This design comes from an exercise in tuning for small area and a short achievable clock period on the open sky130 flow, not from production work.
Function was checked by simulation only, so behaviour that the tests miss may differ from the original.

## flow/design.v (module list and top-level ports; edited modules follow where they fit)
// module fir: 1351 lines
// module fir_fa: 3 lines
// module fir_ha: 3 lines
module fir(
	input			clk_100k,
	input			rst_n,
	input 	signed [8:0]	samp_in,
	output 	signed [8:0]	fir_out
);
  // ...
==> flow/flow/run.sh <==
#!/bin/bash
# The standard layout (standard.sh), with repair_timing asked to keep a setup margin:
# the constraints are unchanged, the margin only makes the timing repair work harder.
set -euo pipefail
MARGIN=${MARGIN:-11}
sed "s|\"\${@:-finish}\"|SETUP_SLACK_MARGIN=$MARGIN \"\${@:-finish}\"|" standard.sh > margin.sh
grep -q "SETUP_SLACK_MARGIN=$MARGIN" margin.sh
bash margin.sh > layout.log 2>&1
==> flow/standard.sh <==
#!/bin/bash
# synth_recipe.tcl (not shown) runs the flow's synth.tcl, then flattens the netlist and writes it again
# the make line also repeats each setting of config.mk as NAME=value (left out here)
make -C /OpenROAD-flow-scripts/flow DESIGN_CONFIG=/design/flow/config.mk WORK_HOME=/design/flow/orfs CLKGATE_MAP_FILE= SYNTH_SCRIPT=/design/flow/synth_recipe.tcl "${@:-finish}"
==> flow/config.mk <==
export PLATFORM = sky130hd
export DESIGN_NAME = fir
export DESIGN_NICKNAME = fir
export VERILOG_FILES = /design/flow/design.v
export SDC_FILE = /design/flow/constraint.sdc
export NUM_CORES = 4
export LEC_CHECK = 0
export CAP_MARGIN = 20
export CORE_MARGIN = 2
export CORE_UTILIZATION = 65
export CTS_BUF_LIST = sky130_fd_sc_hd__clkbuf_8 sky130_fd_sc_hd__clkbuf_16
export CTS_CLUSTER_DIAMETER = 60
export CTS_CLUSTER_SIZE = 20
export SLEW_MARGIN = 20
export SYNTH_HIERARCHICAL = 1
export SYNTH_MINIMUM_KEEP_SIZE = 0
export TNS_END_PERCENT = 10
==> flow/constraint.sdc <==
create_clock -name core_clock -period 16.0 [get_ports {clk_100k}]
set_input_delay 3.2000 -clock core_clock [delete_from_list [all_inputs] [get_ports {clk_100k}]]
set_output_delay 3.2000 -clock core_clock [all_outputs]
set_load 0.01 [all_outputs]
==> results_dict.tcl, run 1 <==
set metrics [dict create \
    drv_cap 0 \
    crit_cells 15 \
    gp_congestion 1.05 \
    outcome "finished clean" \
    final_cells 2155 \
    clkTransAtPathRegs_ns 0.08 \
    top_usage_layer "met2" \
    grt_pass1_vias 14300 \
    die_h_um 188 \
    pre_cts_ws_ns 9.24 \
    grt_util_met3_pct 4.51 \
    rsz0062_at_grt "true" \
    slew-limit-headroom_pct 22.2 \
    place_area_mm2 0.0231 \
    via_per_inst 5.66 \
    wl_met1_um 19800 \
    synthMuxAreaShare_pct 0 \
    h-tree-depth 1 \
    crit_chain "ha_2 > fa_2 > a21oi_2 > o211ai_1 > or3_4 > a31oi_4 > xnor2_4 > buf_4 > fa_1 > fa_1 > fa_1 > fa_1 > inv_1 > fa_1 > fa_1" \
    dominant_cells "multi-input combinational cells" \
    design_area_mm2 0.0250 \
    synthToLayoutAreaGrowth_pct 13.3 \
    clock_area_share_pct 3.04 \
    cts-root-buf "clkbuf_16" \
    globalRouteOverflowTotal 0 \
    whs_ns 0.351 \
    synth.area.top_cells "fa_1 (48%), dfrtp_1 (26%), ha_1 (8.2%), inv_1 (5.1%), dfstp_2 (3.7%)" \
    synth.yosys.warnings 7 \
    wirelength_um 53500 \
]
==> inputs of run 2 (changes only) <==
--- a/flow/config.mk
+++ b/flow/config.mk
@@ -9,9 +9,8 @@
 export CORE_MARGIN = 2
 export CORE_UTILIZATION = 65
 export CTS_BUF_LIST = sky130_fd_sc_hd__clkbuf_8 sky130_fd_sc_hd__clkbuf_16
-export CTS_CLUSTER_DIAMETER = 60
-export CTS_CLUSTER_SIZE = 20
+export CTS_CLUSTER_DIAMETER = 80
+export CTS_CLUSTER_SIZE = 30
 export SLEW_MARGIN = 20
 export SYNTH_HIERARCHICAL = 1
 export SYNTH_MINIMUM_KEEP_SIZE = 0
-export TNS_END_PERCENT = 10
==> results_dict.tcl, run 2 <==
set metrics [dict create \
    outcome "finished clean" \
    fin_nets 2407 \
    ys_seq_area_share_pct 29.4 \
    worstSetupPathType "input pin to flip-flop" \
    worstPathArrival_ns 5.82 \
    wirelength_um 54500 \
    crit_buf_inv 2 \
    cpLargestDelayFamily "adder cells" \
    regArea_mm2 0.00648 \
    synth_commonest_cells "fa_1 (524), inv_1 (300), dfrtp_1 (226)" \
    synth_cell_types 42 \
    ant_nets 0 \
    final_common_cell "fa_1" \
    pre_cts_ws_ns 9.24 \
    synth_edf_count 0 \
    clk_path_buf_depth 3 \
    clkTransAtPathRegs_ns 0.10 \
    drtIter0Drc 681 \
    num_rows 67 \
    via_count 12600 \
    holdCritPathClass "flip-flop to flip-flop" \
    clock_latency_ns 0.54 \
    drc_errors 0 \
    whs_ns 0.355 \
    cts_made_buffers 19 \
    grt_pass1_vias 14300 \
    yosysMostFrequentCell "fa_1" \
    nFillCells 2021 \
    final_cells 2188 \
    slowest_delay_ns 0.49 \
    cts_tree "built" \
    dp.cells 2056 \
    initial_core_util_pct 65.9 \
    postSynthAreaPerCell_um2 14.1 \
    cts_sinks 257 \
    cp-end-kind "flip-flop" \
    synthToLayoutAreaGrowth_pct 16.9 \
    synth-async-reset-ratio_pct 100 \
    layout-drive-gt1-share_pct 26.7 \
    multiInputGateArea_mm2 0.0156 \
    netlist_area_mm2 0.0220 \
    crit_chain "buf_12 > fa_1 > fa_2 > fa_1 > ha_2 > inv_2 > fa_2 > nor2_4 > a2111oi_4 > nor3_2 > a31oi_1 > xnor2_1" \
    setup_violations 0 \
    io_buffers 19 \
    synth_top_cell_by_area "fa_1" \
    ys.flop_type "dfrtp_1" \
    synth.area.top_cells "fa_1 (48%), dfrtp_1 (26%), ha_1 (8.2%), inv_1 (5.1%), dfstp_2 (3.7%)" \
    fin_ws_ns 10.60 \
    hold_buffers 0 \
    clock_skew_ns 0.0365 \
    design_area_mm2 0.0258 \
    final_util_pct 77.0 \
    gp_congestion 0.996 \
    tns_ns 0 \
    yosysTopAreaCellShare_pct 47.6 \
    fmax_ghz 0.185 \
    cts-root-buf "clkbuf_16" \
    grt_max_degree 80 \
    worstMarginPinSlew_ns 0.951 \
    globalRouteOverflowTotal 0 \
    start_kind "input pin" \
    final_cell_mix "fa_1 (410), inv_1 (274), dfrtp_1 (216), ha_1 (118), fa_2 (114)" \
    finalHoldViolations 0 \
    groute.usage.overall_pct 32.9 \
    ios 20 \
    syn_nets 2238 \
    syn_inst 1558 \
    cp_slowest_cell "fa_1" \
    min_period_ns 5.40 \
    synth-seq-cells 257 \
    rsz0062_at_grt "true" \
    final_max_slew_viol_count 0 \
    drv_cap 0 \
    crit_fanout 2 \
    die_h_um 188 \
    slew-limit-headroom_pct 36.2 \
    worstPathRequired_ns 16.41 \
    place_area_mm2 0.0232 \
    die_area_mm2 0.0354 \
    die_x_um 188 \
    dp.final_hpwl_um 43900 \
    synth.yosys.warnings 7 \
    dr.pass1.iters 5 \
    h-tree-depth 1 \
    via_per_inst 5.74 \
    wire_per_inst_um 24.9 \
    grt_first_pass_wirelength_um 83900 \
    period_share_pct 33.8 \
    core-area_mm2 0.0334 \
    antenna_found_initial 0 \
]
[run 2: cell counts after synthesis]
Identical to the previous run, type by type.
[run 2: what timing repair did]
action,CTS,global route
hold endpoints to repair,0,0
pin swaps,123,83
buffers inserted,58,40
gates resized for setup,285,53
setup endpoints to repair,68,55
[run 2: logic make-up after synthesis]
logic type	after synthesis	share of synthesized area (%)
fa+ha+maj	669	55.8
buf+inv	300	5.11
flops	257	29.4
simple gates	135	2.84
xor+xnor	75	2.98
compound gates	122	3.87
[run 2: layout make-up]
cell class	count	share of cell area, %
Multi-Input combinational cell	1001	60.7
Sequential cell	257	25.2
Timing Repair Buffer	148	4.86
Inverter	300	4.39
Tap cell	448	2.18
Clock buffer	19	1.85
Clock inverter	14	0.845
Antenna cell	1	0.00971
[run 2: Yosys stat by module (local to each module, per instance)]
module | area [um2] | flip-flops and latches
fir_fa | 20.0 | 0
fir | 11500 | 257
fir_ha | 12.5 | 0
[run 2: metal layers]
metal / share of wire, % / wire, um / up-vias / global-route usage, %
li1: - / - / 5142 / -
met5: 0 / 0 / - / 0
met1: 36 / 19800 / 6794 / 40.6
met4: 6.8 / 3700 / 0 / 15.1
met3: 4.8 / 2610 / 185 / 3.93
met2: 52 / 28400 / 434 / 58.6
[run 2: worst paths after layout]
path / from / to / slack, ns / cells past startpoint
setup / recovery: samp_in[5] / oh[8] / 10.60 / 12
hold / removal: x12[8] / x13[8] / 0.36 / 0
setup reg to reg: x3[0] / rq2_15_0 / 10.61 / 15
hold reg to reg: x12[8] / x13[8] / 0.36 / 0
max in group asynchronous: rst_n / x17[4] / 11.62 / 3
min in group asynchronous: rst_n / oh[7] / 2.55 / 1
[run 2: worst register-to-register path, stage by stage (launching register included)]
cell	delay, ns
dfrtp_2	0.47
ha_4	0.19
fa_2	0.36
a21oi_2	0.18
o211ai_1	0.29
or3_4	0.44
a31oi_4	0.25
xnor2_4	0.19
fa_2	0.52
fa_2	0.59
inv_2	0.04
fa_2	0.35
fa_1	0.50
inv_2	0.04
fa_2	0.37
fa_2	0.54
==> inputs of run 3 (changes only) <==
--- a/flow/config.mk
+++ b/flow/config.mk
@@ -8,9 +8,7 @@
 export CAP_MARGIN = 20
 export CORE_MARGIN = 2
 export CORE_UTILIZATION = 65
-export CTS_BUF_LIST = sky130_fd_sc_hd__clkbuf_8 sky130_fd_sc_hd__clkbuf_16
-export CTS_CLUSTER_DIAMETER = 80
-export CTS_CLUSTER_SIZE = 30
+export CTS_BUF_LIST = sky130_fd_sc_hd__clkbuf_4 sky130_fd_sc_hd__clkbuf_8
 export SLEW_MARGIN = 20
 export SYNTH_HIERARCHICAL = 1
 export SYNTH_MINIMUM_KEEP_SIZE = 0
==> results_dict.tcl, run 3 <==
set metrics [dict create \
    outcome "finished clean" \
    cts-root-buf "clkbuf_8" \
    syn_nets 2238 \
    syn_inst 1558 \
    gp_congestion 0.996 \
    slew-limit-headroom_pct 33.2 \
    initial_core_util_pct 65.9 \
    synth.area.top_cells "fa_1 (48%), dfrtp_1 (26%), ha_1 (8.2%), inv_1 (5.1%), dfstp_2 (3.7%)" \
    tns_ns 0 \
    die_x_um 188 \
    drv_cap 0 \
    clock_skew_ns 0.0297 \
    yosysMostFrequentCell "fa_1" \
    min_period_ns 5.35 \
    worstMarginPinSlew_ns 0.999 \
    period_share_pct 33.5 \
    grt_max_degree 80 \
    io_buffers 19 \
    worstPathRequired_ns 16.56 \
    final_common_cell "fa_1" \
    cts_sinks 257 \
    cts_tree "built" \
    synth-async-reset-ratio_pct 100 \
    layout-drive-gt1-share_pct 28.6 \
    dp.cells 2056 \
    num_rows 67 \
    postSynthAreaPerCell_um2 14.1 \
    clk_path_buf_depth 3 \
    hold_buffers 0 \
    final_cells 2238 \
    synth_cell_types 42 \
    synth_top_cell_by_area "fa_1" \
    grt_first_pass_wirelength_um 84600 \
    ios 20 \
    die_h_um 188 \
    h-tree-depth 2 \
    rsz0062_at_grt "true" \
    crit_fanout 5 \
    crit_top_cell "fa_2" \
    fmax_ghz 0.187 \
    die_area_mm2 0.0354 \
    setup_violations 0 \
    synth.yosys.warnings 7 \
    dp.final_hpwl_um 43900 \
    drc_errors 0 \
    cp-end-kind "flip-flop" \
    core-area_mm2 0.0334 \
    dr.pass1.iters 4 \
    synth_commonest_cells "fa_1 (524), inv_1 (300), dfrtp_1 (226)" \
    ant_nets 0 \
    netlist_area_mm2 0.0220 \
    cts_made_buffers 47 \
    synth-seq-cells 257 \
    via_per_inst 5.66 \
    clock_latency_ns 0.64 \
    finalHoldViolations 0 \
    final_cell_mix "fa_1 (416), inv_1 (274), dfrtp_1 (215), ha_1 (117), buf_4 (114)" \
    crit_chain "buf_6 > fa_2 > a21oi_2 > o211ai_1 > or3_4 > a31oi_4 > xnor2_4 > fa_2 > fa_2 > inv_2 > fa_2 > fa_1 > inv_1 > fa_2 > fa_2" \
    final_max_slew_viol_count 0 \
    drtIter0Drc 630 \
    antenna_found_initial 0 \
    cp_slowest_cell "fa_2" \
    ys_seq_area_share_pct 29.4 \
    yosysTopAreaCellShare_pct 47.6 \
    clkTransAtPathRegs_ns 0.07 \
    slowest_delay_ns 0.54 \
    wirelength_um 55300 \
    ys.flop_type "dfrtp_1" \
    globalRouteOverflowTotal 0 \
    grt_pass1_vias 14700 \
    synth_edf_count 0 \
    worstSetupPathType "flip-flop to flip-flop" \
    start_kind "flip-flop" \
    via_count 12700 \
    wire_per_inst_um 24.7 \
    synthToLayoutAreaGrowth_pct 18.3 \
    holdCritPathClass "flip-flop to flip-flop" \
    fin_nets 2434 \
    worstPathArrival_ns 5.91 \
    groute.usage.overall_pct 33.5 \
]
[run 3: cell counts after synthesis]
No cell type changed its count.
[run 3: kinds of logic after synthesis]
family / synth area share [%]
AOI/OAI and AO/OA: 3.87
xor gates and xnor gates: 2.98
adders and majority gates: 55.8
buffers and inverters: 5.11
DFF: 29.4
and+or+nand+nor: 2.84
[run 3: per-stage QoR]
step           hold WS [ns]  utilization, %  cell area [um2]  worst slack [ns]
6_report              0.337            77.9            26100             10.65
5_1_grt               0.352            77.9            26100             10.59
4_1_cts               0.339            76.3            25500             10.65
3_5_place_dp          0.336            69.4            23200              9.24
3_3_place_gp          0.332            69.4            23200              9.27
2_1_floorplan         0.331               -            22200             10.18
[run 3: worst max-delay path: cells and delay by family, from the launching register on]
kind	cells	cell delay (ns)
XOR/XNOR	1	0.19
flip-flops	1	0.49
buffers and inverters	3	0.24
AND/OR/NAND/NOR	1	0.43
adder cells (fa/ha/maj)	7	3.20
AO/OA/AOI/OAI	3	0.71
[run 3: per-layer routing]
metal / vias up / share of wire [%] / GRT usage (%)
met5: - / 0 / 0
met4: 0 / 6.4 / 19.1
met2: 461 / 52 / 58.0
met3: 179 / 4.9 / 5.41
met1: 6803 / 36 / 40.2
li1: 5213 / - / -
[run 3: per-module statistics from Yosys (local to each module, per instance)]
module  cells  area, um2
fir      1024      11500
fir_ha      1       12.5
fir_fa      1       20.0
[run 3: worst paths after layout]
| kind | depth (start not counted) | endpoint | slack [ns] | from |
|---|---|---|---|---|
| max | 15 | rq2_15_0 | 10.65 | x3[1] |
| min | 0 | x13[8] | 0.34 | x12[8] |
| max reg2reg | 15 | rq2_15_0 | 10.65 | x3[1] |
| min reg2reg | 0 | x13[8] | 0.34 | x12[8] |
| max in group asynchronous | 3 | x6[3] | 11.66 | rst_n |
| min in group asynchronous | 1 | oh[7] | 2.47 | rst_n |
[run 3: cell type report]
cell class | count | area [um2]
Timing Repair Buffer | 147 | 1190
Fill cell | 1991 | 7390
Multi-Input combinational cell | 1001 | 15600
Tap cell | 448 | 561
Sequential cell | 257 | 6480
Inverter | 300 | 1130
Clock buffer | 72 | 916
Clock inverter | 12 | 144
Antenna cell | 1 | 2.50
[run 3: repair_timing]
item,in CTS,in global routing
setup endpoints to repair,69,55
setup buffers,60,37
resized for setup,263,66
pin swaps,110,88
==> inputs of run 4 (changes only) <==
==> flow/flow/run.sh (replaced) <==
#!/bin/bash
# The standard layout (standard.sh), with repair_timing asked to keep a setup margin:
# the constraints are unchanged, the margin only makes the timing repair work harder.
set -euo pipefail
MARGIN=${MARGIN:-11.5}
sed "s|\"\${@:-finish}\"|SETUP_SLACK_MARGIN=$MARGIN \"\${@:-finish}\"|" standard.sh > margin.sh
grep -q "SETUP_SLACK_MARGIN=$MARGIN" margin.sh
bash margin.sh > layout.log 2>&1
==> results_dict.tcl, run 4 <==
set metrics [dict create \
    outcome "finished clean" \
    grt_pass1_vias 15100 \
    die_x_um 188 \
    final_common_cell "fa_1" \
    synth_commonest_cells "fa_1 (524), inv_1 (300), dfrtp_1 (226)" \
    worstPathArrival_ns 5.97 \
    cts_made_buffers 47 \
    worstSetupPathType "input pin to flip-flop" \
    yosysMostFrequentCell "fa_1" \
    pre_cts_ws_ns 9.20 \
    grt_first_pass_wirelength_um 87500 \
    final_cells 2228 \
    core-area_mm2 0.0334 \
    tns_ns 0 \
    worstPathRequired_ns 16.54 \
    postSynthAreaPerCell_um2 14.1 \
    min_period_ns 5.42 \
    h-tree-depth 2 \
    initial_core_util_pct 65.9 \
    nFillCells 1833 \
    synth_edf_count 0 \
    die_h_um 188 \
    clock_skew_ns 0.0420 \
    ys.flop_type "dfrtp_1" \
    groute.usage.overall_pct 34.7 \
    dp.cells 2046 \
    grt_max_degree 75 \
    antenna_found_initial 0 \
    clock_latency_ns 0.65 \
    via_count 12700 \
    io_buffers 19 \
    die_area_mm2 0.0354 \
    clk_path_buf_depth 3 \
    multiInputGateArea_mm2 0.0161 \
    clkTransAtPathRegs_ns 0.06 \
    crit_fanout 2 \
    holdCritPathClass "flip-flop to flip-flop" \
    synth.area.top_cells "fa_1 (48%), dfrtp_1 (26%), ha_1 (8.2%), inv_1 (5.1%), dfstp_2 (3.7%)" \
    synth_top_cell_by_area "fa_1" \
    worstMarginPinSlew_ns 0.832 \
    syn_nets 2238 \
    setup_violations 0 \
    netlist_area_mm2 0.0220 \
    design_area_mm2 0.0265 \
    fmax_ghz 0.184 \
    drtIter0Drc 813 \
    cts_tree "built" \
    via_per_inst 5.68 \
    fin_ws_ns 10.58 \
    drv_cap 0 \
    layout-drive-gt1-share_pct 32.5 \
    synthToLayoutAreaGrowth_pct 20.4 \
    finalHoldViolations 0 \
    rsz0062_at_grt "true" \
    cts-root-buf "clkbuf_8" \
    period_share_pct 33.9 \
    fin_nets 2421 \
    synth_cell_types 42 \
    ant_nets 0 \
    ys_seq_area_share_pct 29.4 \
    cts_sinks 257 \
    place_area_mm2 0.0236 \
    syn_inst 1558 \
    num_rows 67 \
    regArea_mm2 0.00648 \
    final_cell_mix "fa_1 (382), inv_1 (260), dfrtp_1 (216), fa_2 (142), ha_1 (113)" \
    cp-end-kind "flip-flop" \
    globalRouteOverflowTotal 0 \
    synth.yosys.warnings 7 \
    drc_errors 0 \
    dr.pass1.iters 5 \
    final_max_slew_viol_count 0 \
    synth-seq-cells 257 \
    antenna_cells 0 \
    dp.final_hpwl_um 44500 \
    slew-limit-headroom_pct 44.5 \
    final_util_pct 79.3 \
    ios 20 \
    yosysTopAreaCellShare_pct 47.6 \
    whs_ns 0.353 \
    gp_congestion 0.987 \
    wirelength_um 56800 \
    wire_per_inst_um 25.5 \
    start_kind "input pin" \
    synth-async-reset-ratio_pct 100 \
]
-- run 4: layer usage --
layer | global-route usage (%) | vias to the layer above | share of wire [%]
met3 | 5.24 | 214 | 4.5
met2 | 59.3 | 449 | 52
met5 | 0 | - | 0
met1 | 41.6 | 6784 | 36
met4 | 22.4 | 0 | 7.7
li1 | - | 5203 | -
-- run 4: critical path, cell delays in order --
cell and delay [ns]:
buf_12 0.10, fa_1 0.45, fa_2 0.35, fa_1 0.49, ha_2 0.20, inv_2 0.04
fa_2 0.36, nor2_4 0.15, a2111oi_4 0.09, nor3_2 0.11, buf_4 0.14, a31oi_2 0.09
xnor2_1 0.18
-- run 4: final cells by class --
cell class / instances / share of cell area [%]
clock inverters: 17 / 0.613
multi-input cells: 1001 / 60.6
repair buffers: 134 / 4.46
clock buffers: 71 / 3.52
inverters: 300 / 4.26
flip-flops and latches: 257 / 24.4
well taps: 448 / 2.11
-- run 4: worst paths after layout --
path                            start  slack (ns)  depth (start not counted)        to
setup / recovery           samp_in[5]       10.58                         13     oh[8]
hold / removal                 x12[0]        0.35                          0    x13[0]
setup reg to reg                x4[0]       10.67                         16  rq2_12_1
hold reg to reg                x12[0]        0.35                          0    x13[0]
max in group asynchronous       rst_n       11.92                          3     x3[3]
min in group asynchronous       rst_n        2.51                          1     oh[8]
-- run 4: timing repair --
| action | 4_1_cts | 5_1_grt |
|---|---|---|
| resized for setup | 271 | 56 |
| setup buffers | 66 | 28 |
| setup endpoints to repair | 131 | 133 |
| hold buffers | 0 | 0 |
| pin swaps | 129 | 73 |
-- run 4: cells by family (layout without fill, tap and decap cells) --
group / count (synthesis) / count (layout) / share of synthesized area [%]
XOR/XNOR: 75 / 75 / 2.98
buffers and inverters: 300 / 522 / 5.11
AND/OR/NAND/NOR: 135 / 135 / 2.84
flip-flops: 257 / 257 / 29.4
AO/OA/AOI/OAI: 122 / 122 / 3.87
adder cells (fa/ha/maj): 669 / 669 / 55.8
-- run 4: per-module statistics from Yosys, one instance, submodules excluded --
module / flip-flops and latches / cells inside / copies in the design / cell area (um2)
fir: 257 / 1024 / 1 / 11500
fir_fa: 0 / 1 / 515 / 20.0
fir_ha: 0 / 1 / 19 / 12.5

-- port drivers added, routing unchanged --
In the flow no input, the clock included, has a driving cell. The finished layouts below were timed again as built, in two steps. Step 1 sets driving cells, clkbuf_16 on the clock port and buf_2 on the other inputs (assumed; they add their load-dependent delay and slew). Step 2 moves the port delays by t, midway between the first and last clock arrival at a register: inputs arrive t later, outputs are due t later. That takes back most of the time a late clock gives input paths. Slacks: ideal / step 1 / step 2; pairs: ideal / step 1.
run	t (ns)	setup WS [ns]	hold WS [ns]	worst data-port slew with drivers (ns)	cell pins on the clock port's net
run 1	0.589	10.580 / 10.580 / 10.016	0.351 / 0.351 / 0.351	0.07	1
run 2	0.580	10.597 / 10.600 / 10.020	0.355 / 0.355 / 0.355	0.07	1
run 3	0.676	10.646 / 10.646 / 10.042	0.337 / 0.337 / 0.337	0.07	1
run 4	0.680	10.579 / 10.580 / 9.900	0.353 / 0.353 / 0.353	0.06	1
After both steps setup and hold are still met in every run listed. The setup slack of run 4, which loses most, moves by +0.001 ns with the drivers and by -0.679 ns with both steps.
